Context: an optimization exercise on an open-source flow, tuned for small area. The choices shown serve that exercise and are no tape-out recipe.
Function was checked by simulation only, so behaviour that the tests miss may differ from the original.
Power and IR drop assume default switching activity.

File: design/flow/flow/run.sh
#!/bin/bash
# Own layout flow: the standard ORFS flow (standard.sh, the standard flow's synthesis
# script) with these changes:
#  - Yosys's ABC step maps for area (flow/abc_area.script in place of ORFS's
#    abc_speed.script; the registers are mapped before ABC and do not change);
#  - port buffers use the smallest buffer (buf_1) instead of clkdlybuf4s50_1;
#  - clock tree: clkbuf_8 leaf buffers, 18-sink clusters, no dummy loads.
set -euo pipefail
here=$(pwd)
rm -rf "$here/scripts"
cp -r "$FLOW_HOME/scripts" "$here/scripts"
cp "$here/flow/abc_area.script" "$here/scripts/abc_speed.script"
export SCRIPTS_DIR="$here/scripts"
export BUFFER_PORTS_ARGS="-buffer_cell sky130_fd_sc_hd__buf_1"
export CTS_ARGS="-sink_clustering_enable -repair_clock_nets -dont_use_dummy_load -buf_list sky130_fd_sc_hd__clkbuf_8 -sink_clustering_size 18 -sink_clustering_max_diameter 60"
bash standard.sh > standard_flow.log 2>&1
File: design/flow/flow/abc_area.script
strash
dch -f
amap
File: design/flow/standard.sh
#!/bin/bash
# synth_recipe.tcl (not shown) runs the flow's synth.tcl, then flattens the netlist and writes it again
# the make line also repeats each setting of config.mk as NAME=value (left out here)
make -C /OpenROAD-flow-scripts/flow DESIGN_CONFIG=/design/flow/config.mk WORK_HOME=/design/flow/orfs CLKGATE_MAP_FILE= SYNTH_SCRIPT=/design/flow/synth_recipe.tcl "${@:-finish}"
File: design/flow/config.mk
export PLATFORM = sky130hd
export DESIGN_NAME = uart
export DESIGN_NICKNAME = uart
export VERILOG_FILES = /design/flow/design.v
export SDC_FILE = /design/flow/constraint.sdc
export NUM_CORES = 4
export LEC_CHECK = 0
export CAP_MARGIN = 0
export CORE_MARGIN = 2
export CORE_UTILIZATION = 65
export PLACE_DENSITY = 0.75
export SLEW_MARGIN = 0
File: design/flow/constraint.sdc
create_clock -name core_clock -period 10.0 [get_ports {clk}]
set_input_delay 2.0000 -clock core_clock [delete_from_list [all_inputs] [get_ports {clk}]]
set_output_delay 2.0000 -clock core_clock [all_outputs]
set_load 0.01 [all_outputs]
File: design/flow/design.v
module Divide_By_N_Counter (clk, enable, reset, OUT, COUNT);
    input clk, enable, reset;
    output reg [3:0] COUNT;
    output OUT;
    assign OUT = &COUNT;
    always @ (posedge clk or posedge reset) begin
        if (reset)
            COUNT <= 4'b0;
        else if (enable)
            COUNT <= COUNT + 1'b1;
    end
endmodule
module ClockGenNM(clock, enable, reset, N, Nout);
    input clock, enable, reset;
    input [31:0] N;
    output reg Nout;
    reg [31:0] d;
    wire        hit    = enable && ~|d[31:7];
    wire [7:0]  slo    = {1'b0, N[6:0]} + {1'b0, d[6:0]};
    wire [24:0] hi     = hit ? N[31:7] : d[31:7];
    wire        borrow = enable && !(hit && slo[7]);
    always @ (posedge clock, posedge reset)
    begin
        if (reset)
        begin
            Nout <= 1'b0;
            d    <= 32'b0;
        end
        else
        begin
            d[31:7] <= hi - borrow;
            if (hit)
            begin
                d[6:0] <= slo[6:0];
                Nout   <= ~Nout;
            end
        end
    end
endmodule
module BAUD_GEN(clk, enable, BRD, reset, Nout);
    input clk, reset, enable;
    input [31:0] BRD;
    output Nout;
    ClockGenNM baudGen
    (
        .clock  (clk),
        .enable (enable),
        .reset  (reset),
        .N      (BRD),
        .Nout   (Nout)
    );
endmodule
module FIFO(
        output reg [8:0] DataOut,
        output     [8:0] Head,
        input      [8:0] DataIn,
        input            read, write, clk, reset, ClearOV,
        output     [2:0] states
        );
        reg [4:0] top;
        reg       OV;
        reg [143:0] Stack;            
        wire Empty = top[4];
        wire Full  = (top == 5'd15);
        assign states = {Empty, Full, OV};
        assign Head = Stack[9*top[3:0] +: 9];
        wire do_read  = read && !Empty;
        wire do_write = write && !Full;
        always @ (posedge clk)
        begin
            if (do_write)
                Stack <= {Stack[134:0], DataIn};
        end
        always @ (posedge clk, posedge reset)
        begin
            if (reset) begin
                DataOut <= 9'b0;
                top     <= 5'b11111;
                OV      <= 1'b0;
            end
            else begin
                if (do_read)
                    DataOut <= Head;
                if (do_read && !do_write)
                    top <= top - 1'b1;
                else if (do_write && !do_read)
                    top <= top + 1'b1;
                if (write && Full)
                    OV <= 1'b1;
                else if (ClearOV)
                    OV <= 1'b0;
            end
        end
endmodule
module TXFIFO(
        output reg [8:0] DataOut,
        input      [8:0] DataIn,
        input            read, wreq, clk, reset, ClearOV,
        output     [2:0] states
        );
        reg [4:0] top;                
        reg       pend;
        reg       ovset;
        reg       OV;
        reg [143:0] Stack;            
        wire Empty = pend ? (top == 5'd0) : top[4];
        wire Full  = !pend && (top == 5'd15);
        assign states = {Empty, Full, OV};
        wire do_read = read && !Empty;
        wire shift   = wreq && !((top == 5'd15) && !do_read);
        always @ (posedge clk)
        begin
            if (shift)
                Stack <= {Stack[134:0], DataIn};
            if (do_read)
                DataOut <= Stack[9*top[3:0] +: 9];
        end
        always @ (posedge clk, posedge reset)
        begin
            if (reset) begin
                top     <= 5'b11111;
                pend    <= 1'b0;
                ovset   <= 1'b0;
                OV      <= 1'b0;
            end
            else begin
                pend  <= shift;
                ovset <= wreq && !shift;
                if (do_read && !shift)
                    top <= top - 1'b1;
                else if (shift && !do_read)
                    top <= top + 1'b1;
                if (ovset)
                    OV <= 1'b1;
                else if (ClearOV)
                    OV <= 1'b0;
            end
        end
endmodule
module RXFIFO(
        output     [8:0] Head,
        input      [8:0] DataIn,
        input            read, write, clk, reset, ClearOV,
        output     [2:0] states
        );
        reg [143:0] Ring;             
        reg [3:0] hp;                 
        reg [4:0] count;              
        reg       pend;               
        reg       OV;
        wire Empty = (count == 5'd0);
        wire Full  = count[4];
        assign states = {Empty, Full, OV};
        wire do_read  = read && !Empty;
        wire do_write = write && !Full;
        wire [3:0] tail = hp + count[3:0];
        wire put = do_write ? (tail == 4'd15) : (pend && tail == 4'd0);
        assign Head = (pend && count == 5'd1) ? DataIn : Ring[9*hp +: 9];
        always @ (posedge clk)
        begin
            Ring <= {Ring[134:0], put ? DataIn : Ring[143:135]};
        end
        always @ (posedge clk, posedge reset)
        begin
            if (reset) begin
                hp    <= 4'd0;
                count <= 5'd0;
                pend  <= 1'b0;
                OV    <= 1'b0;
            end
            else begin
                hp <= hp + 1'b1 + do_read;
                if (do_read && !do_write)
                    count <= count - 1'b1;
                else if (do_write && !do_read)
                    count <= count + 1'b1;
                if (do_write)
                    pend <= (tail != 4'd15);
                else if (tail == 4'd0)
                    pend <= 1'b0;
                if (write && Full)
                    OV <= 1'b1;
                else if (ClearOV)
                    OV <= 1'b0;
            end
        end
endmodule
module TXRING(
        output reg [8:0] DataOut,
        input      [8:0] DataIn,
        input            read, wreq, clk, reset, ClearOV,
        output     [2:0] states
        );
        reg [143:0] Ring;             
        reg [8:0] held;               
        reg [3:0] hp;                 
        reg [4:0] count;              
        reg       inc;                
        reg       late;               
        reg       ovset;
        reg       OV;
        wire Empty = (count == 5'd0);
        wire Full  = count[4];
        assign states = {Empty, Full, OV};
        wire do_read = read && !Empty;
        wire take    = wreq && !(Full && !do_read);
        wire [3:0] tail = hp + count[3:0];
        wire       put  = (take && tail[0]) || late;
        wire [8:0] word = late ? held : DataIn;
        wire [2:0] pq   = tail[3:1] + 1'b1;       
        integer q;
        always @ (posedge clk)
        begin
            held <= DataIn;
            Ring <= {Ring[134:0], Ring[143:135]};
            for (q = 0; q < 8; q = q + 1)
                if (put && pq == q)
                    Ring[18*q +: 9] <= word;
            if (do_read)
                DataOut <= Ring[9*hp +: 9];
        end
        always @ (posedge clk, posedge reset)
        begin
            if (reset) begin
                hp    <= 4'd0;
                count <= 5'd0;
                inc   <= 1'b0;
                late  <= 1'b0;
                ovset <= 1'b0;
                OV    <= 1'b0;
            end
            else begin
                inc   <= take;
                late  <= take && !tail[0];
                ovset <= wreq && !take;
                hp    <= hp + 1'b1 + do_read;
                if (do_read && !inc)
                    count <= count - 1'b1;
                else if (inc && !do_read)
                    count <= count + 1'b1;
                if (ovset)
                    OV <= 1'b1;
                else if (ClearOV)
                    OV <= 1'b0;
            end
        end
endmodule
module TXRING17(
        output reg [8:0] DataOut,
        input      [8:0] DataIn,
        input            read, wreq, clk, reset, ClearOV,
        output     [2:0] states
        );
        reg [152:0] Ring;             
        reg [8:0] held;               
        reg [4:0] hp;                 
        reg [4:0] count;              
        reg       inc;                
        reg       late;               
        reg       ovset;
        reg       cp;                 
        reg       OV;
        wire Empty = (count == 5'd0);
        wire Full  = count[4];
        assign states = {Empty, Full, OV};
        wire do_read = read && !Empty;
        wire take    = wreq && !(Full && !do_read);
        wire [5:0] tsum = hp + count;
        wire [4:0] tail = (tsum >= 6'd17) ? tsum - 6'd17 : tsum[4:0];
        wire       odd  = tail[0] || (tail == 5'd16);
        wire       put  = (take && odd) || late;
        wire [8:0] word = late ? held : DataIn;
        wire [4:0] pq   = (tail == 5'd16) ? 5'd0 : tail + 1'b1;
        wire [5:0] hsum = hp + 1'b1 + do_read;
        wire [4:0] hp_n = (hsum >= 6'd17) ? hsum - 6'd17 : hsum[4:0];
        wire grab = (do_read && hp == 5'd16) || (cp && hp == 5'd0);
        integer q;
        always @ (posedge clk)
        begin
            held <= DataIn;
            Ring <= {Ring[143:0], Ring[152:144]};
            for (q = 0; q <= 16; q = q + 2)
                if (put && pq == q)
                    Ring[9*q +: 9] <= word;
            if (grab)
                DataOut <= Ring[152:144];
        end
        always @ (posedge clk, posedge reset)
        begin
            if (reset) begin
                hp    <= 5'd0;
                count <= 5'd0;
                inc   <= 1'b0;
                late  <= 1'b0;
                ovset <= 1'b0;
                cp    <= 1'b0;
                OV    <= 1'b0;
            end
            else begin
                inc   <= take;
                late  <= take && !odd;
                ovset <= wreq && !take;
                hp    <= hp_n;
                cp    <= (do_read && hp != 5'd16) || (cp && hp != 5'd0);
                if (do_read && !inc)
                    count <= count - 1'b1;
                else if (inc && !do_read)
                    count <= count + 1'b1;
                if (ovset)
                    OV <= 1'b1;
                else if (ClearOV)
                    OV <= 1'b0;
            end
        end
endmodule
module transmitter (
    input       clk,
    input       reset,
    input       tx_tick,           
    input       tx_request,        
    input [8:0] tx_data,           
    input [1:0] parityMode,        
    input       wordSize,          
    output      tx_take,           
    output reg  tx_out             
    );
    parameter A        = 4'd0,    
              G        = 4'd6,    
              H        = 4'd7,    
              I        = 4'd8,    
              J        = 4'd9,    
              START    = 4'd10,   
              IDLE     = 4'd11,   
              IDLE_REQ = 4'd12;   
    reg [3:0] state;
    reg [3:0] COUNT;
    wire pulse  = &COUNT;                        
    wire commit = tx_tick && (COUNT == 4'd14);   
    wire parity = (parityMode != 2'b0);
    assign tx_take = !pulse && (state == IDLE) && !tx_request;
    always @ (posedge clk or posedge reset)
    begin
        if (reset)
            COUNT <= 4'b0;
        else if (tx_tick)
            COUNT <= COUNT + 1'b1;
    end
    always @ (posedge clk or posedge reset)
    begin
        if (reset)
        begin
            state  <= IDLE;
            tx_out <= 1'b1;
        end
        else if (!pulse)
        begin
            if (state == START)
                tx_out <= 1'b0;
            else if (state == J)
                tx_out <= 1'b1;
            else if (state <= I)
                tx_out <= tx_data[state];
            if (commit)
            begin
                if (state == IDLE)
                    state <= tx_request ? IDLE : START;
                else if (state == IDLE_REQ)
                    state <= START;
                else if (state == G)
                    state <= wordSize ? H : (parity ? I : J);
                else if (state == H)
                    state <= parity ? I : J;
                else if (state == J)
                    state <= IDLE;
                else if (state == START)
                    state <= A;
                else
                    state <= state + 1'b1;
            end
            else if (tx_take)
                state <= IDLE_REQ;
        end
    end
endmodule
module reciever (
    input       clk,
    input       reset,
    input       rx_tick,           
    input [1:0] parityMode,        
    input       wordSize,          
    output reg  FE,                
    input       clearFE,
    input       rxIn_pin,          
    output      rx_done,           
    output reg [8:0] rx_data       
    );
    parameter FINDFALLINGEDGE = 4'd0,
              VERIFYSTART     = 4'd1,
              B0              = 4'd2,
              B6              = 4'd8,
              B7              = 4'd9,
              BP              = 4'd10,
              STOP            = 4'd11,
              IDLE            = 4'd12;
    reg [3:0] state;
    reg       lag;
    reg [3:0] phase;
    reg       maj;         
    reg       same;        
    wire last_phase = (phase == 4'd15);
    wire in_bit = rx_tick && !lag &&
                  (state != IDLE) && (state != FINDFALLINGEDGE);
    wire decide = in_bit && last_phase;
    wire parity = (parityMode != 2'b0);
    assign rx_done = decide && (state == STOP);
    always @ (posedge clk or posedge reset)
    begin
        if (reset)
            FE <= 1'b0;
        else if (rx_done && !maj)
            FE <= 1'b1;
        else if (clearFE)
            FE <= 1'b0;
    end
    always @ (posedge clk)
    begin
        if (in_bit)
        begin
            if (phase == 4'd7)
                maj <= rxIn_pin;
            if (phase == 4'd8)
                same <= (rxIn_pin == maj);
            if (phase == 4'd9 && !same)
                maj <= rxIn_pin;
        end
        if (decide)
        begin
            if (state >= B0 && state <= B6)
                rx_data[6:0] <= {maj, rx_data[6:1]};
            if ((state == B6 && !wordSize && !parity) ||
                (state == B7 && !parity))
                rx_data[8] <= 1'b0;
            if (state == BP)
                rx_data[8] <= maj;
        end
    end
    always @ (posedge clk or posedge reset)
    begin
        if (reset)
            rx_data[7] <= 1'b0;
        else if (decide)
        begin
            if (state == B6 && !wordSize && !parity)
                rx_data[7] <= 1'b0;
            if (state == B7)
                rx_data[7] <= maj;
        end
    end
    always @ (posedge clk or posedge reset)
    begin
        if (reset)
        begin
            state   <= IDLE;
            lag     <= 1'b0;
            phase   <= 4'b0;
        end
        else if (rx_tick)
        begin
            if (lag)
            begin
                lag <= 1'b0;
                if (state != VERIFYSTART)
                    phase <= phase + 1'b1;
            end
            else if (state == IDLE)
            begin
                phase <= rxIn_pin ? phase + 1'b1 : 4'd0;
                if (phase >= 4'd8)
                begin
                    state <= FINDFALLINGEDGE;
                    lag   <= 1'b1;
                end
            end
            else if (state == FINDFALLINGEDGE)
            begin
                if (!rxIn_pin)
                begin
                    state <= VERIFYSTART;
                    lag   <= 1'b1;
                    phase <= 4'd0;
                end
            end
            else
            begin
                phase <= phase + 1'b1;
                if (last_phase)
                begin
                    lag <= 1'b1;
                    if (state == VERIFYSTART)
                        state <= maj ? IDLE : B0;
                    else if (state < B6)
                        state <= state + 1'b1;
                    else if (state == B6)
                        state <= (!wordSize && !parity) ? STOP :
                                 (wordSize ? B7 : BP);
                    else if (state == B7)
                        state <= parity ? BP : STOP;
                    else if (state == BP)
                        state <= STOP;
                    else
                        state <= IDLE;
                end
            end
        end
    end
endmodule
module uart (
    clk,
    reset,
    address,
    chipselect,
    writedata,
    readdata,
    write,
    read,
    uart_clk_out,
    uart_rx,
    uart_tx
);
    input   clk, reset;
    input            read, write, chipselect;
    input [2:0]      address;
    input [31:0]     writedata;
    output reg [31:0] readdata;
    input        uart_rx;
    output       uart_clk_out;
    output       uart_tx;
    reg [6:0]  STATUS;
    reg [31:0] CONTROL;
    reg [31:0] BRD;
    reg last_write;
    reg last_read;
    reg rdFIFO;
    reg W1C_STROBE;
    reg clr_rxo, clr_txo, clr_fe;
    wire [8:0] rx_head;
    wire [8:0] tx_word;
    wire [2:0] states_txfifo;
    wire [2:0] states_rxfifo;
    wire       FE;
    wire sel = chipselect;
    wire wr_data = write && sel && (address == 3'd0) && !last_write;
    wire wr_stat = write && sel && (address == 3'd1) && !W1C_STROBE;
    wire wr_ctrl = write && sel && (address == 3'd2);
    wire wr_brd  = write && sel && (address == 3'd3);
    wire rd_data = read && sel && (address == 3'd0) && !last_read;
    always @ (posedge clk or posedge reset)
    begin
        if (reset)
        begin
            last_write <= 1'b0;
            last_read  <= 1'b0;
        end
        else
        begin
            last_write <= write;
            last_read  <= read;
        end
    end
    always @ (posedge clk or posedge reset)
    begin
        if (reset)
        begin
            readdata <= 32'b0;
            rdFIFO   <= 1'b0;
        end
        else
        begin
            rdFIFO <= rd_data;
            if (read && sel && (address == 3'd1))
                readdata <= {25'b0, STATUS};
            else if (read && sel && (address == 3'd2))
                readdata <= CONTROL;
            else if (read && sel && (address == 3'd3))
                readdata <= BRD;
            else if (rdFIFO)
                readdata <= {23'b0, states_rxfifo[2] ? 9'b0 : rx_head};
        end
    end
    always @ (posedge clk or posedge reset)
    begin
        if (reset)
            STATUS <= 7'b010_0100;
        else if (W1C_STROBE)
            STATUS <= STATUS & ~{clr_fe, 2'b00, clr_txo, 2'b00, clr_rxo};
        else
            STATUS <= {FE, states_txfifo, states_rxfifo};
    end
    always @ (posedge clk or posedge reset)
    begin
        if (reset)
        begin
            CONTROL    <= 32'd0;
            BRD        <= 32'b0;
            W1C_STROBE <= 1'b0;
            clr_rxo    <= 1'b0;
            clr_txo    <= 1'b0;
            clr_fe     <= 1'b0;
        end
        else
        begin
            W1C_STROBE <= wr_stat && (writedata[0] || writedata[3] || writedata[6] || writedata[7]);
            clr_rxo    <= wr_stat && writedata[0];
            clr_txo    <= wr_stat && writedata[3];
            clr_fe     <= wr_stat && writedata[6];
            if (wr_ctrl)
                CONTROL <= writedata;
            else
                CONTROL[4] <= uart_clk_out;
            if (wr_brd)
                BRD <= writedata;
        end
    end
    wire baud;
    reg  baud_q;
    BAUD_GEN baudGen
    (
        .clk    (clk),
        .enable (CONTROL[3]),
        .reset  (reset),
        .BRD    (BRD),
        .Nout   (baud)
    );
    assign uart_clk_out = baud;
    always @ (posedge clk or posedge reset)
    begin
        if (reset)
            baud_q <= 1'b0;
        else
            baud_q <= baud;
    end
    wire tick = baud && !baud_q;
    wire tx_take;
    reg  tx_take_q;
    reg  rd_tx_fifo;
    wire rx_done;
    reg  rx_done_q;
    reg  wr_rx_fifo;
    always @ (posedge clk or posedge reset)
    begin
        if (reset)
        begin
            tx_take_q   <= 1'b0;
            rd_tx_fifo  <= 1'b0;
            rx_done_q   <= 1'b0;
            wr_rx_fifo  <= 1'b0;
        end
        else
        begin
            tx_take_q   <= tx_take;
            rd_tx_fifo  <= tx_take_q;
            rx_done_q   <= rx_done;
            wr_rx_fifo  <= rx_done_q;
        end
    end
    transmitter tx
    (
        .clk        (clk),
        .reset      (reset),
        .tx_tick    (tick),
        .tx_request (STATUS[5]),
        .tx_data    (tx_word),
        .parityMode (CONTROL[2:1]),
        .wordSize   (CONTROL[0]),
        .tx_take    (tx_take),
        .tx_out     (uart_tx)
    );
    TXRING17 txfifo
    (
        .DataIn   (writedata[8:0]),
        .DataOut  (tx_word),
        .wreq     (wr_data),
        .read     (rd_tx_fifo),
        .clk      (clk),
        .reset    (reset),
        .states   (states_txfifo),
        .ClearOV  (clr_txo)
    );
    wire [8:0] received;
    reciever rx
    (
        .clk        (clk),
        .reset      (reset),
        .rx_tick    (tick),
        .parityMode (CONTROL[2:1]),
        .wordSize   (CONTROL[0]),
        .FE         (FE),
        .clearFE    (clr_fe),
        .rxIn_pin   (uart_rx),
        .rx_done    (rx_done),
        .rx_data    (received)
    );
    RXFIFO rxfifo
    (
        .DataIn   (received),
        .Head     (rx_head),
        .write    (wr_rx_fifo),
        .read     (rdFIFO),
        .clk      (clk),
        .reset    (reset),
        .states   (states_rxfifo),
        .ClearOV  (clr_rxo)
    );
endmodule
==> impl_metrics.xml, run 1 <==
<?xml version="1.0" encoding="UTF-8"?>
<metrics>
  <group name="status">
    <metric name="outcome" unit="">complete, no violations</metric>
  </group>
  <group name="floorplanning">
    <metric name="chipWidth" unit="um">170</metric>
    <metric name="chipHeight" unit="um">170</metric>
    <metric name="dieArea" unit="um2">29000</metric>
    <metric name="initial_utilization" unit="%">66.5</metric>
    <metric name="core" unit="um2">27000</metric>
    <metric name="core.rowCount" unit="">60</metric>
    <metric name="floorplan.io_pins" unit="">75</metric>
  </group>
  <group name="global_routing">
    <metric name="groute.usage.overall" unit="%">27.3</metric>
    <metric name="number_of_antenna_violations_at_the_first_check_in_global_routing" unit="">2</metric>
    <metric name="number_of_global_route_vias_before_repair" unit="">12100</metric>
    <metric name="pin_count_of_the_biggest_net_entering_global_routing" unit="">115</metric>
    <metric name="grt_first_pass_wirelength" unit="um">63000</metric>
    <metric name="grt_overflow_total" unit="">0</metric>
  </group>
  <group name="clock_tree">
    <metric name="cts-buffers-inserted" unit="">36</metric>
    <metric name="ctsLongestPathBuffers" unit="">3</metric>
    <metric name="clock_insertion_delay_worst_skew" unit="ns">0.57</metric>
    <metric name="cts_resized" unit="">0</metric>
    <metric name="postCtsSetupBuffers" unit="">0</metric>
    <metric name="number_of_sinks_handled_by_clock_tree_synthesis" unit="">519</metric>
    <metric name="cts.clk_slew.worst_paths" unit="ns">0.11</metric>
    <metric name="cts.root.buffer_cell" unit="">sky130_fd_sc_hd__clkbuf_8</metric>
    <metric name="htree_num_levels" unit="">2</metric>
    <metric name="cts_tree" unit="">yes</metric>
    <metric name="post_cts_hold_buffer_count" unit="">0</metric>
  </group>
  <group name="route">
    <metric name="detail_route.wirelength" unit="um">38700</metric>
    <metric name="antenna_left" unit="">0</metric>
    <metric name="post-route-drc-count" unit="">0</metric>
    <metric name="routed_len_inst" unit="um">19.3</metric>
    <metric name="dr_total_vias" unit="">12700</metric>
    <metric name="pre_repair_dr_iteration_count" unit="">6</metric>
    <metric name="drtIter0Drc" unit="">1020</metric>
    <metric name="average_vias_per_placed_instance" unit="">6.32</metric>
  </group>
  <group name="timing">
    <metric name="unrepaired_setup_endpoints_after_global_routing" unit="">no</metric>
    <metric name="slew_headroom" unit="%">19.8</metric>
    <metric name="final.min_clock_period" unit="ns">5.86</metric>
    <metric name="final-max-slew-violation-count" unit="">0</metric>
    <metric name="tightestPinTransition" unit="ns">1.20</metric>
    <metric name="hold_viol" unit="">0</metric>
    <metric name="setup_tns" unit="ns">0</metric>
    <metric name="period_share" unit="%">58.6</metric>
    <metric name="fmax" unit="MHz">171</metric>
    <metric name="setup_viol_count_final" unit="">0</metric>
    <metric name="finalClockSkew" unit="ns">0.0568</metric>
    <metric name="timing.final.ws_setup" unit="ns">4.14</metric>
  </group>
  <group name="place">
    <metric name="pre_cts_ws" unit="ns">4.25</metric>
    <metric name="detailed_place_hpwl" unit="um">25500</metric>
    <metric name="placed_cells" unit="">1973</metric>
    <metric name="globalplace.congestion" unit="">0.865</metric>
    <metric name="portBuffers" unit="">74</metric>
    <metric name="placedInstanceArea" unit="um2">18800</metric>
  </group>
  <group name="logic_synthesis">
    <metric name="average_cell_area_after_synthesis" unit="um2">11.6</metric>
    <metric name="synthesis.yosys.warnings" unit="">6</metric>
    <metric name="cell_with_the_most_instances_after_synthesis" unit="">sky130_fd_sc_hd__dfxtp_1</metric>
    <metric name="yosysUniqueCellTypes" unit="">47</metric>
    <metric name="synth_flop_cell" unit="">sky130_fd_sc_hd__dfxtp_1</metric>
    <metric name="synth_top_cells_by_count" unit="">sky130_fd_sc_hd__dfxtp_1 (306), sky130_fd_sc_hd__dfrtp_1 (186), sky130_fd_sc_hd__o22a_1 (155)</metric>
    <metric name="yosys.area.top_type" unit="">sky130_fd_sc_hd__dfxtp_1</metric>
    <metric name="number_of_synthesized_register_bits" unit="">519</metric>
    <metric name="synth-edff-count" unit="">19</metric>
    <metric name="synthCells" unit="">1545</metric>
    <metric name="synthDominantCellAreaShare" unit="%">34.1</metric>
    <metric name="synth_sequential_area_ratio" unit="%">64.3</metric>
    <metric name="async_reset_ff_share" unit="%">37.4</metric>
    <metric name="synth.cell_area" unit="um2">18000</metric>
    <metric name="synth.net_count" unit="">1632</metric>
    <metric name="post_synth_main_area_contributors" unit="">sky130_fd_sc_hd__dfxtp_1 (34%), sky130_fd_sc_hd__dfrtp_1 (26%), sky130_fd_sc_hd__o22a_1 (7.6%)</metric>
  </group>
  <group name="setup_path">
    <metric name="timing.critical_path.from_type" unit="">flip-flop</metric>
    <metric name="cp_data_arrival_time" unit="ns">6.33</metric>
    <metric name="worst_ep_required_time" unit="ns">10.47</metric>
    <metric name="criticalPathCategory" unit="">reg2reg</metric>
    <metric name="cells_along_the_critical_path" unit="">or4_1 &gt; or4_1 &gt; or4_1 &gt; nor4_2 &gt; clkinv_1 &gt; o22ai_1 &gt; ha_1 &gt; ha_1 &gt; nand2_1 &gt; nor2_1 &gt; nand2_1 &gt; nor3_1 &gt; clkinv_1 &gt; nor2_1 &gt; clkinv_1 &gt; nor3_1 &gt; nand3_1 &gt; nor2_1 &gt; nand3_1 &gt; nor4b_1 &gt; xor2_1</metric>
    <metric name="worstReg2RegStart" unit="">baudGen.baudGen.d[26]</metric>
    <metric name="stage_delay_of_the_slowest_cell_on_the_critical_path" unit="ns">0.80</metric>
    <metric name="startpoint" unit="">baudGen.baudGen.d[26]</metric>
    <metric name="critical-path-top-delay-family" unit="">simple AND/OR/NAND/NOR gates</metric>
    <metric name="critical_path.endpoint_type" unit="">flip-flop</metric>
    <metric name="critical_path.slowest_cell" unit="">sky130_fd_sc_hd__clkinv_1</metric>
    <metric name="critPathBufInv" unit="">3</metric>
    <metric name="maximum_fanout_along_the_worst_path" unit="">33</metric>
  </group>
  <group name="finish">
    <metric name="design.final.nets" unit="">1757</metric>
    <metric name="fin_cells" unit="">2010</metric>
    <metric name="finalCoreUtilization" unit="%">71.4</metric>
    <metric name="layout-drive-gt1-share" unit="%">3.96</metric>
    <metric name="layout_overhead_on_the_synthesized_area" unit="%">7.41</metric>
    <metric name="num-fill-cells" unit="">1982</metric>
    <metric name="finish.instance_area" unit="um2">19300</metric>
  </group>
  <group name="min_path">
    <metric name="min-delay-path-class" unit="">reg2reg</metric>
    <metric name="hp-start" unit="">rxfifo.Ring[59]</metric>
  </group>
  <group name="power">
    <metric name="worst_ir_drop_vdd" unit="uV">139</metric>
    <metric name="cellPowerDensity" unit="nW/um2">196</metric>
    <metric name="power.leakage" unit="nW">7.39</metric>
  </group>
  <group name="run">
    <metric name="maxCapViolCount" unit="">0</metric>
  </group>
</metrics>
-- flip-flops by register name (all words and copies together) (netlist names), 4 cells and up --
register / flops
readdata: 32
rxfifo.Ring: 144
txfifo.Ring: 153
txfifo.DataOut: 9
rxfifo.hp: 4
tx.COUNT: 4
rx.state: 4
txfifo.count: 5
txfifo.held: 9
CONTROL: 32
BRD: 32
rx.phase: 4
txfifo.hp: 5
rxfifo.count: 5
STATUS: 7
tx.state: 4
rx.rx_data: 9
baudGen.baudGen.d: 32
-- final timing paths --
check                                             end  slack, ns  cells after the start
worst max register to register  baudGen.baudGen.d[31]       4.14                     21
worst max-delay path            baudGen.baudGen.d[31]       4.14                     21
min in group asynchronous                readdata[24]       1.56                      2
worst min-delay path                  rxfifo.Ring[68]       0.31                      0
worst min register to register        rxfifo.Ring[68]       0.31                      0
max in group asynchronous                     BRD[18]       6.89                      3
-- cells in the final DEF (no fill, tap or decap), types with 4 or more instances in the layout --
master / instances
sky130_fd_sc_hd__dfxtp_1: 306
sky130_fd_sc_hd__dfrtp_1: 185
sky130_fd_sc_hd__o22a_1: 155
sky130_fd_sc_hd__clkinv_1: 152
sky130_fd_sc_hd__nor2_1: 122
sky130_fd_sc_hd__buf_1: 74
sky130_fd_sc_hd__a21oi_1: 71
sky130_fd_sc_hd__nand2_1: 69
sky130_fd_sc_hd__o221ai_1: 65
sky130_fd_sc_hd__o21ai_0: 62
sky130_fd_sc_hd__o22ai_1: 59
sky130_fd_sc_hd__ha_1: 42
sky130_fd_sc_hd__clkbuf_8: 36
sky130_fd_sc_hd__nand3_1: 35
sky130_fd_sc_hd__a222oi_1: 25
sky130_fd_sc_hd__nor3_1: 24
sky130_fd_sc_hd__a31oi_1: 20
sky130_fd_sc_hd__edfxtp_1: 19
sky130_fd_sc_hd__a22oi_1: 14
sky130_fd_sc_hd__buf_4: 13
sky130_fd_sc_hd__or3_1: 9
sky130_fd_sc_hd__dfstp_2: 8
sky130_fd_sc_hd__a211oi_1: 8
sky130_fd_sc_hd__nor4_1: 8
sky130_fd_sc_hd__nand4_1: 7
sky130_fd_sc_hd__a221oi_1: 7
sky130_fd_sc_hd__or4_1: 6
sky130_fd_sc_hd__nor2b_1: 5
sky130_fd_sc_hd__o32ai_1: 5
sky130_fd_sc_hd__o21bai_1: 5
sky130_fd_sc_hd__nor2_2: 4
sky130_fd_sc_hd__and3_1: 4
sky130_fd_sc_hd__or2_0: 4
sky130_fd_sc_hd__xor2_1: 4
sky130_fd_sc_hd__fa_1: 4
-- per-stage QoR --
stage                     power, mW  hold WS [ns]
after floorplan                2.75         0.310
after global placement         2.88         0.310
after detailed placement       2.91         0.312
after CTS                      3.81         0.313
after global routing           3.97         0.310
final                          3.79         0.314
-- layout make-up --
type | count | area (um2) | share of cell area [%]
well taps | 341 | 427 | 2.21
multi-input cells | 872 | 5850 | 30.3
repair buffers | 87 | 375 | 1.94
diodes | 1 | 2.50 | 0.0130
flip-flops and latches | 519 | 11600 | 59.9
clock buffers | 36 | 495 | 2.57
inverters | 154 | 586 | 3.03
-- layer usage --
layer | GRT usage (%) | routed length [um] | share of wire, %
met5 | 0 | 12 | 0.031
met4 | 6.91 | 765 | 2.0
met3 | 3.95 | 2140 | 5.5
met2 | 44.1 | 18200 | 47
met1 | 39.1 | 17600 | 46
-- cell families (layout without fill, tap and decap cells) --
kind of cell               count (synthesis)  count (layout)  synth area share [%]
adders and majority gates                 46              46                  3.37
xor gates and xnor gates                   5               5                 0.244
DFF                                      519             519                  64.3
AOI/OAI and AO/OA                        512             512                  21.1
buffers and inverters                    154             277                  3.22
other                                      0               1                     0
and+or+nand+nor                          309             309                  7.77
-- report_power, final --
part | leakage [nW] | internal (mW) | switching, mW
logic | 2.11 | 0.204 | 0.269
clock network | 0.259 | 0.326 | 0.598
registers | 5.02 | 2.27 | 0.119
total | 7.39 | 2.80 | 0.986
==> inputs of run 2 (changes only) <==
--- a/design/flow/config.mk
+++ b/design/flow/config.mk
@@ -5,8 +5,8 @@
 export SDC_FILE = /design/flow/constraint.sdc
 export NUM_CORES = 4
 export LEC_CHECK = 0
-export CAP_MARGIN = 0
+export CAP_MARGIN = 20
 export CORE_MARGIN = 2
 export CORE_UTILIZATION = 65
 export PLACE_DENSITY = 0.75
-export SLEW_MARGIN = 0
+export SLEW_MARGIN = 20
==> run 2 against run 1 <==
Critical endpoint unchanged. Cell area rose by 0.35%. Cell count rose by 0.20%. Routed wire length rose by 0.86%. Synthesized area did not move. Largest power group unchanged. Core utilization rose by 0.25 points.
==> impl_metrics.xml, run 2 <==
<?xml version="1.0" encoding="UTF-8"?>
<metrics>
  <group name="status">
    <metric name="outcome" unit="">complete, no violations</metric>
  </group>
  <group name="finish">
    <metric name="register_containing_the_most_flip_flops_in_the_final_layout" unit="">txfifo.Ring</metric>
    <metric name="mostFrequentLayoutCell" unit="">sky130_fd_sc_hd__dfxtp_1</metric>
    <metric name="finish.instance_area" unit="um2">19400</metric>
    <metric name="layout_overhead_on_the_synthesized_area" unit="%">7.78</metric>
    <metric name="final_cell_mix" unit="">sky130_fd_sc_hd__dfxtp_1 (306), sky130_fd_sc_hd__dfrtp_1 (185), sky130_fd_sc_hd__o22a_1 (155)</metric>
    <metric name="number_of_flip_flops_in_the_largest_register" unit="">153</metric>
    <metric name="biggestRegsByFlops" unit="">txfifo.Ring x153, rxfifo.Ring x144</metric>
    <metric name="design.final.nets" unit="">1761</metric>
    <metric name="fin_cells" unit="">2014</metric>
    <metric name="layout-drive-gt1-share" unit="%">4.25</metric>
  </group>
  <group name="timing">
    <metric name="unrepaired_setup_endpoints_after_global_routing" unit="">no</metric>
    <metric name="finalClockSkew" unit="ns">0.0743</metric>
    <metric name="timing.final.ws_setup" unit="ns">4.12</metric>
    <metric name="fmax" unit="MHz">170</metric>
    <metric name="slew_headroom" unit="%">26.1</metric>
    <metric name="hold_viol" unit="">0</metric>
    <metric name="setup_viol_count_final" unit="">0</metric>
    <metric name="final-max-slew-violation-count" unit="">0</metric>
    <metric name="period_share" unit="%">58.8</metric>
    <metric name="setup_tns" unit="ns">0</metric>
    <metric name="tightestPinTransition" unit="ns">1.11</metric>
    <metric name="final.min_clock_period" unit="ns">5.88</metric>
  </group>
  <group name="logic_synthesis">
    <metric name="async_reset_ff_share" unit="%">37.4</metric>
    <metric name="synth_top_cells_by_count" unit="">sky130_fd_sc_hd__dfxtp_1 (306), sky130_fd_sc_hd__dfrtp_1 (186), sky130_fd_sc_hd__o22a_1 (155)</metric>
    <metric name="synth_flop_cell" unit="">sky130_fd_sc_hd__dfxtp_1</metric>
    <metric name="yosysUniqueCellTypes" unit="">47</metric>
    <metric name="synthDominantCellAreaShare" unit="%">34.1</metric>
    <metric name="post_synth_main_area_contributors" unit="">sky130_fd_sc_hd__dfxtp_1 (34%), sky130_fd_sc_hd__dfrtp_1 (26%), sky130_fd_sc_hd__o22a_1 (7.6%)</metric>
    <metric name="number_of_synthesized_register_bits" unit="">519</metric>
    <metric name="synthCells" unit="">1545</metric>
    <metric name="synth.net_count" unit="">1632</metric>
    <metric name="synthesis.yosys.warnings" unit="">6</metric>
    <metric name="synth-edff-count" unit="">19</metric>
    <metric name="synth_sequential_area_ratio" unit="%">64.3</metric>
    <metric name="cell_with_the_most_instances_after_synthesis" unit="">sky130_fd_sc_hd__dfxtp_1</metric>
    <metric name="yosys.area.top_type" unit="">sky130_fd_sc_hd__dfxtp_1</metric>
    <metric name="average_cell_area_after_synthesis" unit="um2">11.6</metric>
    <metric name="synth.cell_area" unit="um2">18000</metric>
  </group>
  <group name="clock_tree">
    <metric name="cts_tree" unit="">yes</metric>
    <metric name="cts_resized" unit="">0</metric>
    <metric name="cts-buffers-inserted" unit="">38</metric>
    <metric name="cts.root.buffer_cell" unit="">sky130_fd_sc_hd__clkbuf_8</metric>
    <metric name="postCtsSetupBuffers" unit="">0</metric>
    <metric name="number_of_sinks_handled_by_clock_tree_synthesis" unit="">519</metric>
    <metric name="post_cts_hold_buffer_count" unit="">0</metric>
    <metric name="cts.clk_slew.worst_paths" unit="ns">0.11</metric>
    <metric name="clock_insertion_delay_worst_skew" unit="ns">0.58</metric>
    <metric name="htree_num_levels" unit="">2</metric>
    <metric name="ctsLongestPathBuffers" unit="">3</metric>
  </group>
  <group name="power">
    <metric name="power.share.switching" unit="%">26.1</metric>
    <metric name="power.switching" unit="mW">0.993</metric>
    <metric name="clock_power_share" unit="%">24.8</metric>
    <metric name="worst_ir_drop_vdd" unit="uV">139</metric>
    <metric name="power_frac_comb" unit="%">12.5</metric>
    <metric name="cellPowerDensity" unit="nW/um2">197</metric>
    <metric name="seqPwrFrac" unit="%">62.7</metric>
    <metric name="power.leakage" unit="nW">7.42</metric>
    <metric name="power.total" unit="mW">3.81</metric>
    <metric name="cellInternalPower" unit="mW">2.82</metric>
  </group>
  <group name="global_routing">
    <metric name="groute.usage.overall" unit="%">27.2</metric>
    <metric name="number_of_antenna_violations_at_the_first_check_in_global_routing" unit="">2</metric>
    <metric name="pin_count_of_the_biggest_net_entering_global_routing" unit="">115</metric>
    <metric name="grt_overflow_total" unit="">0</metric>
    <metric name="number_of_global_route_vias_before_repair" unit="">12200</metric>
    <metric name="grt_first_pass_wirelength" unit="um">62800</metric>
  </group>
  <group name="place">
    <metric name="portBuffers" unit="">74</metric>
    <metric name="placedInstanceArea" unit="um2">18800</metric>
    <metric name="pre_cts_ws" unit="ns">4.22</metric>
    <metric name="detailed_place_hpwl" unit="um">25600</metric>
    <metric name="placed_cells" unit="">1974</metric>
    <metric name="globalplace.congestion" unit="">0.865</metric>
  </group>
  <group name="floorplanning">
    <metric name="core" unit="um2">27000</metric>
    <metric name="initial_utilization" unit="%">66.5</metric>
    <metric name="core.rowCount" unit="">60</metric>
    <metric name="floorplan.io_pins" unit="">75</metric>
    <metric name="chipWidth" unit="um">170</metric>
    <metric name="dieArea" unit="um2">29000</metric>
    <metric name="chipHeight" unit="um">170</metric>
  </group>
  <group name="setup_path">
    <metric name="maximum_fanout_along_the_worst_path" unit="">33</metric>
    <metric name="critPathBufInv" unit="">3</metric>
    <metric name="critical_path.endpoint_type" unit="">flip-flop</metric>
    <metric name="timing.critical_path.from_type" unit="">flip-flop</metric>
    <metric name="stage_delay_of_the_slowest_cell_on_the_critical_path" unit="ns">0.79</metric>
    <metric name="critical-path-top-delay-family" unit="">simple AND/OR/NAND/NOR gates</metric>
    <metric name="cp_data_arrival_time" unit="ns">6.34</metric>
    <metric name="cells_along_the_critical_path" unit="">or4_1 &gt; or4_1 &gt; or4_1 &gt; nor4_2 &gt; clkinv_1 &gt; o22ai_1 &gt; ha_1 &gt; ha_1 &gt; nand2_1 &gt; nor2_1 &gt; nand2_1 &gt; nor3_1 &gt; clkinv_1 &gt; nor2_1 &gt; clkinv_1 &gt; nor3_1 &gt; nand3_1 &gt; nor2_1 &gt; nand3_1 &gt; nor4b_1 &gt; xor2_1</metric>
    <metric name="criticalPathCategory" unit="">reg2reg</metric>
    <metric name="critical_path.slowest_cell" unit="">sky130_fd_sc_hd__clkinv_1</metric>
    <metric name="worst_ep_required_time" unit="ns">10.46</metric>
  </group>
  <group name="route">
    <metric name="post-route-drc-count" unit="">0</metric>
    <metric name="routed_len_inst" unit="um">19.4</metric>
    <metric name="antenna_left" unit="">0</metric>
    <metric name="detail_route.wirelength" unit="um">39100</metric>
    <metric name="dr_total_vias" unit="">12800</metric>
    <metric name="average_vias_per_placed_instance" unit="">6.33</metric>
    <metric name="drtIter0Drc" unit="">1040</metric>
    <metric name="pre_repair_dr_iteration_count" unit="">5</metric>
  </group>
  <group name="min_path">
    <metric name="min-delay-path-class" unit="">reg2reg</metric>
  </group>
  <group name="run">
    <metric name="maxCapViolCount" unit="">0</metric>
  </group>
</metrics>
==> run 2: cell counts after synthesis <==
Identical to the previous run, type by type.
==> run 2: area by class of cell <==
class | instances | area (um2)
Antenna cell | 1 | 2.50
Clock buffer | 38 | 523
Fill cell | 1971 | 7660
Inverter | 154 | 586
Multi-Input combinational cell | 872 | 5860
Sequential cell | 519 | 11600
Tap cell | 341 | 427
Timing Repair Buffer | 89 | 410
==> run 2: cell families (layout without fill, tap and decap cells) <==
logic type	after synthesis	count (layout)	share of synthesized area, %
compound gates	512	512	21.1
fa+ha+maj	46	46	3.37
buf+inv	154	281	3.22
flops	519	519	64.3
simple gates	309	309	7.77
xor+xnor	5	5	0.244
other cells	0	1	0
==> run 2: worst reg2reg max path: stages (launching register included) <==
cell and delay, ns:
sky130_fd_sc_hd__dfrtp_1 0.39, sky130_fd_sc_hd__or4_1 0.50, sky130_fd_sc_hd__or4_1 0.39, sky130_fd_sc_hd__or4_1 0.42, sky130_fd_sc_hd__nor4_2 0.21, sky130_fd_sc_hd__clkinv_1 0.79, sky130_fd_sc_hd__o22ai_1 0.40, sky130_fd_sc_hd__ha_1 0.23
sky130_fd_sc_hd__ha_1 0.16, sky130_fd_sc_hd__nand2_1 0.06, sky130_fd_sc_hd__nor2_1 0.13, sky130_fd_sc_hd__nand2_1 0.11, sky130_fd_sc_hd__nor3_1 0.23, sky130_fd_sc_hd__clkinv_1 0.13, sky130_fd_sc_hd__nor2_1 0.16, sky130_fd_sc_hd__clkinv_1 0.13
sky130_fd_sc_hd__nor3_1 0.24, sky130_fd_sc_hd__nand3_1 0.17, sky130_fd_sc_hd__nor2_1 0.22, sky130_fd_sc_hd__nand3_1 0.15, sky130_fd_sc_hd__nor4b_1 0.43, sky130_fd_sc_hd__xor2_1 0.18
==> run 2: path summary, 6_finish.rpt <==
kind                       slack [ns]               endpoint  cells past startpoint             startpoint
max                              4.12  baudGen.baudGen.d[31]                     21  baudGen.baudGen.d[26]
min                              0.32        rxfifo.Ring[60]                      0        rxfifo.Ring[51]
max reg2reg                      4.12  baudGen.baudGen.d[31]                     21  baudGen.baudGen.d[26]
min reg2reg                      0.32        rxfifo.Ring[60]                      0        rxfifo.Ring[51]
max in group asynchronous        6.86  baudGen.baudGen.d[29]                      3                  reset
min in group asynchronous        1.57            CONTROL[24]                      2                  reset
==> run 2: per-layer routing <==
layer | global-route usage [%] | wire, um
met5 | 0 | 13
met4 | 7.10 | 805
met3 | 3.86 | 2180
met2 | 44.4 | 18300
met1 | 38.6 | 17800
==> run 2: power groups by stage <==
stage	combinational [mW]	clock, mW	sequential (mW)
5_1_grt	0.544	1.04	2.41
2_1_floorplan	0.349	0	2.40
4_1_cts	0.475	0.967	2.39
6_report	0.476	0.946	2.39
3_5_place_dp	0.473	0	2.43
3_3_place_gp	0.454	0	2.43
==> run 2: stage by stage <==
| stage | util [%] | hold WS [ns] |
|---|---|---|
| after floorplan | - | 0.310 |
| after global placement | 69.6 | 0.310 |
| after detailed placement | 69.6 | 0.312 |
| after CTS | 71.5 | 0.323 |
| after global routing | 71.7 | 0.330 |
| final | 71.7 | 0.322 |
==> inputs of run 3 (changes only) <==
--- a/design/flow/config.mk
+++ b/design/flow/config.mk
@@ -8,5 +8,7 @@
 export CAP_MARGIN = 20
 export CORE_MARGIN = 2
 export CORE_UTILIZATION = 65
+export GPL_ROUTABILITY_DRIVEN = 0
+export GPL_TIMING_DRIVEN = 0
 export PLACE_DENSITY = 0.75
 export SLEW_MARGIN = 20
==> run 3 against run 2 <==
Worst setup slack worse by 0.71 ns. First-iteration DRC count increased by 23%. Flip-flop and latch count did not move. Fmax shrank 11%. Total power fell by 0.31%. Still clean on timing, DRC and antenna. Combinational power rose by 1%. Via count is 0.17% lower. Non-clock buffer count increased by 3. Critical endpoint unchanged. Core utilization up 0.54 points.
==> impl_metrics.xml, run 3 <==
<?xml version="1.0" encoding="UTF-8"?>
<metrics>
  <group name="status">
    <metric name="outcome" unit="">complete, no violations</metric>
  </group>
  <group name="logic_synthesis">
    <metric name="post_synth_fa_ha_maj_area_fraction" unit="%">3.37</metric>
    <metric name="synth_top_cells_by_count" unit="">sky130_fd_sc_hd__dfxtp_1 (306), sky130_fd_sc_hd__dfrtp_1 (186), sky130_fd_sc_hd__o22a_1 (155)</metric>
    <metric name="synth.cell_area" unit="um2">18000</metric>
    <metric name="synthesis.yosys.warnings" unit="">6</metric>
    <metric name="synth_xor_xnor_area_share" unit="%">0.244</metric>
    <metric name="synthCells" unit="">1545</metric>
    <metric name="yosysUniqueCellTypes" unit="">47</metric>
    <metric name="synth_simple_gate_area_share" unit="%">7.77</metric>
    <metric name="synth.net_count" unit="">1632</metric>
    <metric name="number_of_synthesized_register_bits" unit="">519</metric>
    <metric name="async_reset_ff_share" unit="%">37.4</metric>
    <metric name="combinational_family_with_the_most_area_after_synthesis" unit="">compound AO/OA/AOI/OAI gates</metric>
    <metric name="synthDominantCellAreaShare" unit="%">34.1</metric>
    <metric name="synth-edff-count" unit="">19</metric>
    <metric name="synth_sequential_area_ratio" unit="%">64.3</metric>
    <metric name="synthMuxAreaShare" unit="%">0</metric>
    <metric name="average_cell_area_after_synthesis" unit="um2">11.6</metric>
    <metric name="post_synth_main_area_contributors" unit="">sky130_fd_sc_hd__dfxtp_1 (34%), sky130_fd_sc_hd__dfrtp_1 (26%), sky130_fd_sc_hd__o22a_1 (7.6%)</metric>
    <metric name="yosys.area.top_type" unit="">sky130_fd_sc_hd__dfxtp_1</metric>
    <metric name="synth_compound_area_share" unit="%">21.1</metric>
    <metric name="cell_with_the_most_instances_after_synthesis" unit="">sky130_fd_sc_hd__dfxtp_1</metric>
    <metric name="synth_flop_cell" unit="">sky130_fd_sc_hd__dfxtp_1</metric>
  </group>
  <group name="power">
    <metric name="seqPwrFrac" unit="%">62.8</metric>
    <metric name="power.leakage" unit="nW">7.46</metric>
    <metric name="power_frac_comb" unit="%">12.6</metric>
    <metric name="cellPowerDensity" unit="nW/um2">195</metric>
    <metric name="power.switching" unit="mW">0.986</metric>
    <metric name="worst_ir_drop_vdd" unit="uV">153</metric>
    <metric name="power.share.switching" unit="%">25.9</metric>
    <metric name="clock_power_share" unit="%">24.5</metric>
    <metric name="cellInternalPower" unit="mW">2.81</metric>
  </group>
  <group name="timing">
    <metric name="slew_headroom" unit="%">28.4</metric>
    <metric name="unrepaired_setup_endpoints_after_global_routing" unit="">no</metric>
    <metric name="setup_viol_count_final" unit="">0</metric>
    <metric name="setup_tns" unit="ns">0</metric>
    <metric name="period_share" unit="%">65.9</metric>
    <metric name="tightestPinTransition" unit="ns">1.07</metric>
    <metric name="finalClockSkew" unit="ns">0.0789</metric>
    <metric name="hold_viol" unit="">0</metric>
    <metric name="final-max-slew-violation-count" unit="">0</metric>
    <metric name="final.min_clock_period" unit="ns">6.59</metric>
    <metric name="fmax" unit="MHz">152</metric>
  </group>
  <group name="setup_path">
    <metric name="worstReg2RegStart" unit="">baudGen.baudGen.d[26]</metric>
    <metric name="stage_delay_of_the_slowest_cell_on_the_critical_path" unit="ns">0.78</metric>
    <metric name="cp_data_arrival_time" unit="ns">7.06</metric>
    <metric name="timing.critical_path.from_type" unit="">flip-flop</metric>
    <metric name="critical_path.slowest_cell" unit="">sky130_fd_sc_hd__clkinv_1</metric>
    <metric name="criticalPathCategory" unit="">reg2reg</metric>
    <metric name="critical_path.endpoint_type" unit="">flip-flop</metric>
    <metric name="worst_ep_required_time" unit="ns">10.47</metric>
    <metric name="cells_along_the_critical_path" unit="">or4_1 &gt; or4_1 &gt; or4_1 &gt; nor4_2 &gt; buf_2 &gt; clkinv_1 &gt; o22ai_1 &gt; ha_1 &gt; ha_1 &gt; nand2_1 &gt; nor2_1 &gt; nand2_1 &gt; nor3_1 &gt; clkinv_1 &gt; nor2_1 &gt; clkinv_1 &gt; nor3_1 &gt; nand3_1 &gt; nor2_1 &gt; nand3_1 &gt; nor4b_1 &gt; xor2_1</metric>
    <metric name="r2r_setup_slack" unit="ns">3.41</metric>
    <metric name="maximum_fanout_along_the_worst_path" unit="">33</metric>
    <metric name="startpoint" unit="">baudGen.baudGen.d[26]</metric>
  </group>
  <group name="floorplanning">
    <metric name="core" unit="um2">27000</metric>
    <metric name="floorplan.io_pins" unit="">75</metric>
    <metric name="core.rowCount" unit="">60</metric>
    <metric name="initial_utilization" unit="%">66.5</metric>
    <metric name="dieArea" unit="um2">29000</metric>
    <metric name="chipWidth" unit="um">170</metric>
    <metric name="chipHeight" unit="um">170</metric>
  </group>
  <group name="run">
    <metric name="maxCapViolCount" unit="">0</metric>
  </group>
  <group name="clock_tree">
    <metric name="clock_insertion_delay_worst_skew" unit="ns">0.57</metric>
    <metric name="cts_tree" unit="">yes</metric>
    <metric name="postCtsSetupBuffers" unit="">0</metric>
    <metric name="htree_num_levels" unit="">2</metric>
    <metric name="post_cts_hold_buffer_count" unit="">0</metric>
    <metric name="cts.root.buffer_cell" unit="">sky130_fd_sc_hd__clkbuf_8</metric>
    <metric name="cts_resized" unit="">0</metric>
    <metric name="number_of_sinks_handled_by_clock_tree_synthesis" unit="">519</metric>
    <metric name="ctsLongestPathBuffers" unit="">3</metric>
    <metric name="cts-buffers-inserted" unit="">37</metric>
    <metric name="cts.clk_slew.worst_paths" unit="ns">0.11</metric>
  </group>
  <group name="finish">
    <metric name="final_cell_mix" unit="">sky130_fd_sc_hd__dfxtp_1 (306), sky130_fd_sc_hd__dfrtp_1 (184), sky130_fd_sc_hd__o22a_1 (155)</metric>
    <metric name="finish.instance_area" unit="um2">19500</metric>
    <metric name="seqCellArea" unit="um2">11600</metric>
    <metric name="design.final.nets" unit="">1763</metric>
    <metric name="mostFrequentLayoutCell" unit="">sky130_fd_sc_hd__dfxtp_1</metric>
    <metric name="finalCoreUtilization" unit="%">72.2</metric>
    <metric name="area_of_the_multi_input_gates" unit="um2">5880</metric>
    <metric name="layout_overhead_on_the_synthesized_area" unit="%">8.60</metric>
    <metric name="num-fill-cells" unit="">1953</metric>
    <metric name="layout-drive-gt1-share" unit="%">4.54</metric>
    <metric name="biggestRegsByFlops" unit="">txfifo.Ring x153, rxfifo.Ring x144</metric>
    <metric name="number_of_flip_flops_in_the_largest_register" unit="">153</metric>
    <metric name="register_containing_the_most_flip_flops_in_the_final_layout" unit="">txfifo.Ring</metric>
  </group>
  <group name="route">
    <metric name="post-route-drc-count" unit="">0</metric>
    <metric name="drtIter0Drc" unit="">1277</metric>
    <metric name="routed_len_inst" unit="um">19.4</metric>
    <metric name="pre_repair_dr_iteration_count" unit="">6</metric>
    <metric name="detail_route.wirelength" unit="um">39100</metric>
    <metric name="antenna_left" unit="">0</metric>
    <metric name="dr_total_vias" unit="">12700</metric>
    <metric name="average_vias_per_placed_instance" unit="">6.31</metric>
  </group>
  <group name="place">
    <metric name="placedInstanceArea" unit="um2">19000</metric>
    <metric name="portBuffers" unit="">74</metric>
    <metric name="detailed_place_hpwl" unit="um">26800</metric>
  </group>
  <group name="min_path">
    <metric name="min-delay-path-class" unit="">reg2reg</metric>
    <metric name="hp-start" unit="">rxfifo.Ring[60]</metric>
  </group>
  <group name="global_routing">
    <metric name="number_of_antenna_violations_at_the_first_check_in_global_routing" unit="">3</metric>
    <metric name="groute.usage.overall" unit="%">27.4</metric>
    <metric name="number_of_global_route_vias_before_repair" unit="">12400</metric>
    <metric name="pin_count_of_the_biggest_net_entering_global_routing" unit="">75</metric>
    <metric name="grt_overflow_total" unit="">0</metric>
    <metric name="grt_first_pass_wirelength" unit="um">63200</metric>
  </group>
</metrics>
-- run 3: cell families (layout without fill, tap and decap cells) --
logic type | after synthesis | after routing
buf+inv | 154 | 283
flops | 519 | 519
xor+xnor | 5 | 5
simple gates | 309 | 309
other cells | 0 | 2
fa+ha+maj | 46 | 46
compound gates | 512 | 512
-- run 3: critical path: cells and delay by family (launching register included) --
family / cells / cell delay [ns]
XOR/XNOR: 1 / 0.18
buffers and inverters: 4 / 1.35
AO/OA/AOI/OAI: 1 / 0.38
flip-flops: 1 / 0.38
AND/OR/NAND/NOR: 14 / 3.83
adder cells (fa/ha/maj): 2 / 0.40
-- run 3: power by group through the flow --
stage	sequential [mW]	clock (mW)	combinational, mW
floorplan	2.40	0	0.349
global placement	2.43	0	0.452
detailed placement	2.43	0	0.480
CTS	2.39	0.951	0.483
global route	2.41	1.02	0.545
finish	2.39	0.932	0.481
-- run 3: worst paths after layout --
path / end / cells after the start
min in group asynchronous: readdata[25] / 2
worst min register to register: rxfifo.Ring[69] / 0
worst max register to register: baudGen.baudGen.d[31] / 22
max in group asynchronous: STATUS[5] / 3
worst min-delay path: rxfifo.Ring[69] / 0
worst max-delay path: baudGen.baudGen.d[31] / 22
-- run 3: through the flow --
stage,hold slack (ns),total power [mW],instances,worst slack [ns]
6_report,0.324,3.80,2017,3.41
5_1_grt,0.315,3.98,2016,2.78
4_1_cts,0.320,3.82,2015,3.39
3_5_place_dp,0.312,2.91,1978,3.44
3_3_place_gp,0.310,2.88,1960,-1.41
2_1_floorplan,0.310,2.75,1545,1.57
-- run 3: layout make-up --
type	instances	area share, %
Tap cell	341	2.19
Multi-Input combinational cell	872	30.1
Timing Repair Buffer	92	2.79
Sequential cell	519	59.3
Clock buffer	37	2.61
Inverter	154	3.00
Antenna cell	2	0.0256
-- run 3: layer usage --
metal / routed length, um / GRT usage (%) / share of wire [%]
met5: 13 / 0 / 0.033
met4: 933 / 8.21 / 2.4
met3: 2130 / 3.81 / 5.4
met2: 18300 / 44.8 / 47
met1: 17700 / 38.3 / 45
==> inputs of run 4 (changes only) <==
==> design/flow/config.mk (replaced) <==
export PLATFORM = sky130hd
export DESIGN_NAME = uart
export DESIGN_NICKNAME = uart
export VERILOG_FILES = /design/flow/design.v
export SDC_FILE = /design/flow/constraint.sdc
export NUM_CORES = 4
export LEC_CHECK = 0
export CAP_MARGIN = 20
export CORE_MARGIN = 2
export CORE_UTILIZATION = 72
export PLACE_DENSITY = 0.8
export SLEW_MARGIN = 20
==> run 4 against run 3 <==
Global-route usage rose by 3.0 points. Worst hold slack barely moved. Non-clock buffer count fell by 4. Critical endpoint unchanged. Largest power group unchanged.
==> impl_metrics.xml, run 4 <==
<?xml version="1.0" encoding="UTF-8"?>
<metrics>
  <group name="clock_tree">
    <metric name="cts_resized" unit="">0</metric>
    <metric name="number_of_sinks_handled_by_clock_tree_synthesis" unit="">519</metric>
    <metric name="htree_num_levels" unit="">2</metric>
    <metric name="cts-buffers-inserted" unit="">36</metric>
    <metric name="cts_tree" unit="">yes</metric>
    <metric name="post_cts_hold_buffer_count" unit="">0</metric>
    <metric name="postCtsSetupBuffers" unit="">0</metric>
    <metric name="ctsLongestPathBuffers" unit="">3</metric>
    <metric name="clock_insertion_delay_worst_skew" unit="ns">0.57</metric>
    <metric name="cts.clk_slew.worst_paths" unit="ns">0.10</metric>
    <metric name="cts.root.buffer_cell" unit="">sky130_fd_sc_hd__clkbuf_8</metric>
  </group>
  <group name="logic_synthesis">
    <metric name="synth.net_count" unit="">1632</metric>
    <metric name="synth_xor_xnor_area_share" unit="%">0.244</metric>
    <metric name="synth_simple_gate_area_share" unit="%">7.77</metric>
    <metric name="yosysUniqueCellTypes" unit="">47</metric>
    <metric name="synthesis.yosys.warnings" unit="">6</metric>
    <metric name="synth_compound_area_share" unit="%">21.1</metric>
    <metric name="post_synth_fa_ha_maj_area_fraction" unit="%">3.37</metric>
    <metric name="cell_with_the_most_instances_after_synthesis" unit="">sky130_fd_sc_hd__dfxtp_1</metric>
    <metric name="synth_sequential_area_ratio" unit="%">64.3</metric>
    <metric name="synthMuxAreaShare" unit="%">0</metric>
    <metric name="async_reset_ff_share" unit="%">37.4</metric>
    <metric name="synth-edff-count" unit="">19</metric>
    <metric name="post_synth_main_area_contributors" unit="">sky130_fd_sc_hd__dfxtp_1 (34%), sky130_fd_sc_hd__dfrtp_1 (26%), sky130_fd_sc_hd__o22a_1 (7.6%)</metric>
    <metric name="average_cell_area_after_synthesis" unit="um2">11.6</metric>
    <metric name="synthDominantCellAreaShare" unit="%">34.1</metric>
    <metric name="synth.cell_area" unit="um2">18000</metric>
    <metric name="yosys.area.top_type" unit="">sky130_fd_sc_hd__dfxtp_1</metric>
    <metric name="combinational_family_with_the_most_area_after_synthesis" unit="">compound AO/OA/AOI/OAI gates</metric>
    <metric name="number_of_synthesized_register_bits" unit="">519</metric>
    <metric name="synthCells" unit="">1545</metric>
    <metric name="synth_flop_cell" unit="">sky130_fd_sc_hd__dfxtp_1</metric>
    <metric name="synth_top_cells_by_count" unit="">sky130_fd_sc_hd__dfxtp_1 (306), sky130_fd_sc_hd__dfrtp_1 (186), sky130_fd_sc_hd__o22a_1 (155)</metric>
  </group>
  <group name="timing">
    <metric name="unrepaired_setup_endpoints_after_global_routing" unit="">no</metric>
    <metric name="period_share" unit="%">60.0</metric>
    <metric name="final.hold.worst_slack" unit="ns">0.324</metric>
    <metric name="setup_viol_count_final" unit="">0</metric>
    <metric name="final-max-slew-violation-count" unit="">0</metric>
    <metric name="hold_viol" unit="">0</metric>
    <metric name="fmax" unit="MHz">167</metric>
    <metric name="final.min_clock_period" unit="ns">6.00</metric>
    <metric name="slew_headroom" unit="%">28.7</metric>
    <metric name="setup_tns" unit="ns">0</metric>
    <metric name="finalClockSkew" unit="ns">0.0421</metric>
    <metric name="tightestPinTransition" unit="ns">1.06</metric>
  </group>
  <group name="floorplanning">
    <metric name="initial_utilization" unit="%">73.7</metric>
    <metric name="chipWidth" unit="um">162</metric>
    <metric name="core.rowCount" unit="">57</metric>
    <metric name="dieArea" unit="um2">26200</metric>
    <metric name="core" unit="um2">24400</metric>
    <metric name="chipHeight" unit="um">162</metric>
    <metric name="floorplan.io_pins" unit="">75</metric>
  </group>
  <group name="place">
    <metric name="portBuffers" unit="">74</metric>
    <metric name="detailed_place_hpwl" unit="um">25800</metric>
    <metric name="globalplace.congestion" unit="">0.896</metric>
  </group>
  <group name="finish">
    <metric name="mostFrequentLayoutCell" unit="">sky130_fd_sc_hd__dfxtp_1</metric>
    <metric name="register_containing_the_most_flip_flops_in_the_final_layout" unit="">txfifo.Ring</metric>
    <metric name="n_antenna_cell" unit="">0</metric>
    <metric name="layout_overhead_on_the_synthesized_area" unit="%">7.34</metric>
    <metric name="design.final.nets" unit="">1758</metric>
    <metric name="layout-drive-gt1-share" unit="%">4.07</metric>
    <metric name="biggestRegsByFlops" unit="">txfifo.Ring x153, rxfifo.Ring x144</metric>
    <metric name="number_of_flip_flops_in_the_largest_register" unit="">153</metric>
    <metric name="final_cell_mix" unit="">sky130_fd_sc_hd__dfxtp_1 (306), sky130_fd_sc_hd__dfrtp_1 (185), sky130_fd_sc_hd__o22a_1 (155)</metric>
  </group>
  <group name="setup_path">
    <metric name="worst_ep_required_time" unit="ns">10.46</metric>
    <metric name="critical_path.endpoint_type" unit="">flip-flop</metric>
    <metric name="cp_data_arrival_time" unit="ns">6.46</metric>
    <metric name="timing.critical_path.from_type" unit="">flip-flop</metric>
    <metric name="maximum_fanout_along_the_worst_path" unit="">33</metric>
    <metric name="criticalPathCategory" unit="">reg2reg</metric>
  </group>
  <group name="power">
    <metric name="cellPowerDensity" unit="nW/um2">197</metric>
    <metric name="worst_ir_drop_vdd" unit="uV">170</metric>
    <metric name="power.leakage" unit="nW">7.39</metric>
  </group>
  <group name="route">
    <metric name="pre_repair_dr_iteration_count" unit="">5</metric>
    <metric name="dr_total_vias" unit="">12900</metric>
    <metric name="antenna_left" unit="">0</metric>
    <metric name="post-route-drc-count" unit="">0</metric>
    <metric name="drtIter0Drc" unit="">1247</metric>
    <metric name="average_vias_per_placed_instance" unit="">6.45</metric>
    <metric name="routed_len_inst" unit="um">19.8</metric>
    <metric name="detail_route.wirelength" unit="um">39600</metric>
  </group>
  <group name="global_routing">
    <metric name="number_of_global_route_vias_before_repair" unit="">12500</metric>
    <metric name="pin_count_of_the_biggest_net_entering_global_routing" unit="">133</metric>
    <metric name="number_of_antenna_violations_at_the_first_check_in_global_routing" unit="">0</metric>
    <metric name="grt_first_pass_wirelength" unit="um">63900</metric>
    <metric name="groute.usage.overall" unit="%">30.4</metric>
    <metric name="grt_overflow_total" unit="">0</metric>
  </group>
  <group name="min_path">
    <metric name="min-delay-path-class" unit="">reg2reg</metric>
  </group>
  <group name="run">
    <metric name="maxCapViolCount" unit="">0</metric>
  </group>
  <group name="status">
    <metric name="outcome" unit="">complete, no violations</metric>
  </group>
</metrics>
## run 4: cell count changes in the layout (fill, tap and decap cells not counted), sizes merged
cell    change
inv         +1
buf         -4
clkbuf      -1
clkinv      -1
diode       -2
## run 4: worst max-delay path, stage by stage (launching register included)
cell                       delay [ns]
sky130_fd_sc_hd__dfrtp_1         0.39
sky130_fd_sc_hd__or4_1           0.52
sky130_fd_sc_hd__or4_1           0.39
sky130_fd_sc_hd__or4_1           0.42
sky130_fd_sc_hd__nor4_2          0.20
sky130_fd_sc_hd__clkinv_1        0.81
sky130_fd_sc_hd__o22ai_1         0.39
sky130_fd_sc_hd__ha_1            0.24
sky130_fd_sc_hd__ha_1            0.18
sky130_fd_sc_hd__nand2_1         0.08
sky130_fd_sc_hd__nor2_1          0.14
sky130_fd_sc_hd__nand2_1         0.11
sky130_fd_sc_hd__nor3_1          0.25
sky130_fd_sc_hd__clkinv_1        0.13
sky130_fd_sc_hd__nor2_1          0.14
sky130_fd_sc_hd__clkinv_1        0.12
sky130_fd_sc_hd__nor3_1          0.27
sky130_fd_sc_hd__nand3_1         0.18
sky130_fd_sc_hd__nor2_1          0.23
sky130_fd_sc_hd__nand3_1         0.15
sky130_fd_sc_hd__nor4b_1         0.41
sky130_fd_sc_hd__xor2_1          0.18
## run 4: worst paths after layout
path	start	endpoint	slack, ns	cells after the start
max	baudGen.baudGen.d[26]	baudGen.baudGen.d[31]	4.00	21
min reg2reg	txfifo.Ring[127]	txfifo.Ring[136]	0.32	0
min in group asynchronous	reset	CONTROL[25]	1.62	2
max in group asynchronous	reset	rxfifo.count[3]	6.97	3
min	txfifo.Ring[127]	txfifo.Ring[136]	0.32	0
max reg2reg	baudGen.baudGen.d[26]	baudGen.baudGen.d[31]	4.00	21
## run 4: area by class of cell
cell class | count | area (um2)
Clock buffer | 36 | 495
Fill cell | 1593 | 5100
Inverter | 154 | 586
Multi-Input combinational cell | 872 | 5860
Sequential cell | 519 | 11600
Tap cell | 324 | 405
Timing Repair Buffer | 88 | 383
## run 4: routing by layer
layer / routed length [um] / global-route usage (%)
met5: 0 / 0
met1: 17600 / 43.7
met2: 18500 / 48.8
met3: 2420 / 4.11
met4: 990 / 9.21
## run 4: report_power, final
| group | switching, mW | internal [mW] | leakage, nW |
|---|---|---|---|
| sequential | 0.125 | 2.27 | 5.02 |
| clock | 0.602 | 0.326 | 0.259 |
| combinational | 0.275 | 0.206 | 2.11 |
| total | 1.00 | 2.80 | 7.39 |
## run 4: through the flow
stage | std cells | instance area, um2 | total power, mW | utilization (%) | setup WS, ns
final | 1993 | 19300 | 3.80 | 79.1 | 4.00
after global routing | 1993 | 19300 | 3.97 | 79.1 | 3.34
after CTS | 1993 | 19300 | 3.81 | 79.1 | 4.05
after floorplan | 1545 | 18000 | 2.75 | - | 1.57
after detailed placement | 1957 | 18800 | 2.91 | 77.0 | 4.12
after global placement | 1957 | 18800 | 2.88 | 77.0 | 4.37
## run 4: kinds of logic after synthesis
group,after synthesis
adder cells (fa/ha/maj),46
AND/OR/NAND/NOR,309
buffers and inverters,154
flip-flops,519
AO/OA/AOI/OAI,512
XOR/XNOR,5

separate check: timing with driven ports:
How much do the figures lean on ideal ports? The routed layouts below were timed once more, with nothing changed but the port constraints. Step 1 (the two cells are an assumption about what drives the block):
set clk [get_ports {clk}]
set_driving_cell -lib_cell sky130_fd_sc_hd__clkbuf_16 $clk
set_driving_cell -lib_cell sky130_fd_sc_hd__buf_2 [delete_from_list [all_inputs] $clk]
Step 2 times the ports against the registers' clock, not the clock port: input delays grow and output delays shrink by t, the midpoint of the rising clock arrivals with the driver on. a / b / c = ideal ports / drivers / drivers and shift; a / b = the first two.
run | t, ns | setup WS [ns] | hold WS [ns] | worst slew at a driven data input, ns | cell pins on the clock port's net
run 1 | 0.590 | 4.136 / 4.136 / 4.136 | 0.314 / 0.314 / 0.314 | 0.09 | 1
run 2 | 0.592 | 4.120 / 4.120 / 4.120 | 0.322 / 0.322 / 0.322 | 0.09 | 1
run 3 | 0.578 | 3.406 / 3.406 / 3.406 | 0.324 / 0.324 / 0.324 | 0.08 | 1
run 4 | 0.593 | 3.997 / 3.997 / 3.997 | 0.324 / 0.324 / 0.324 | 0.08 | 1
After both steps setup and hold are still met in every run listed.
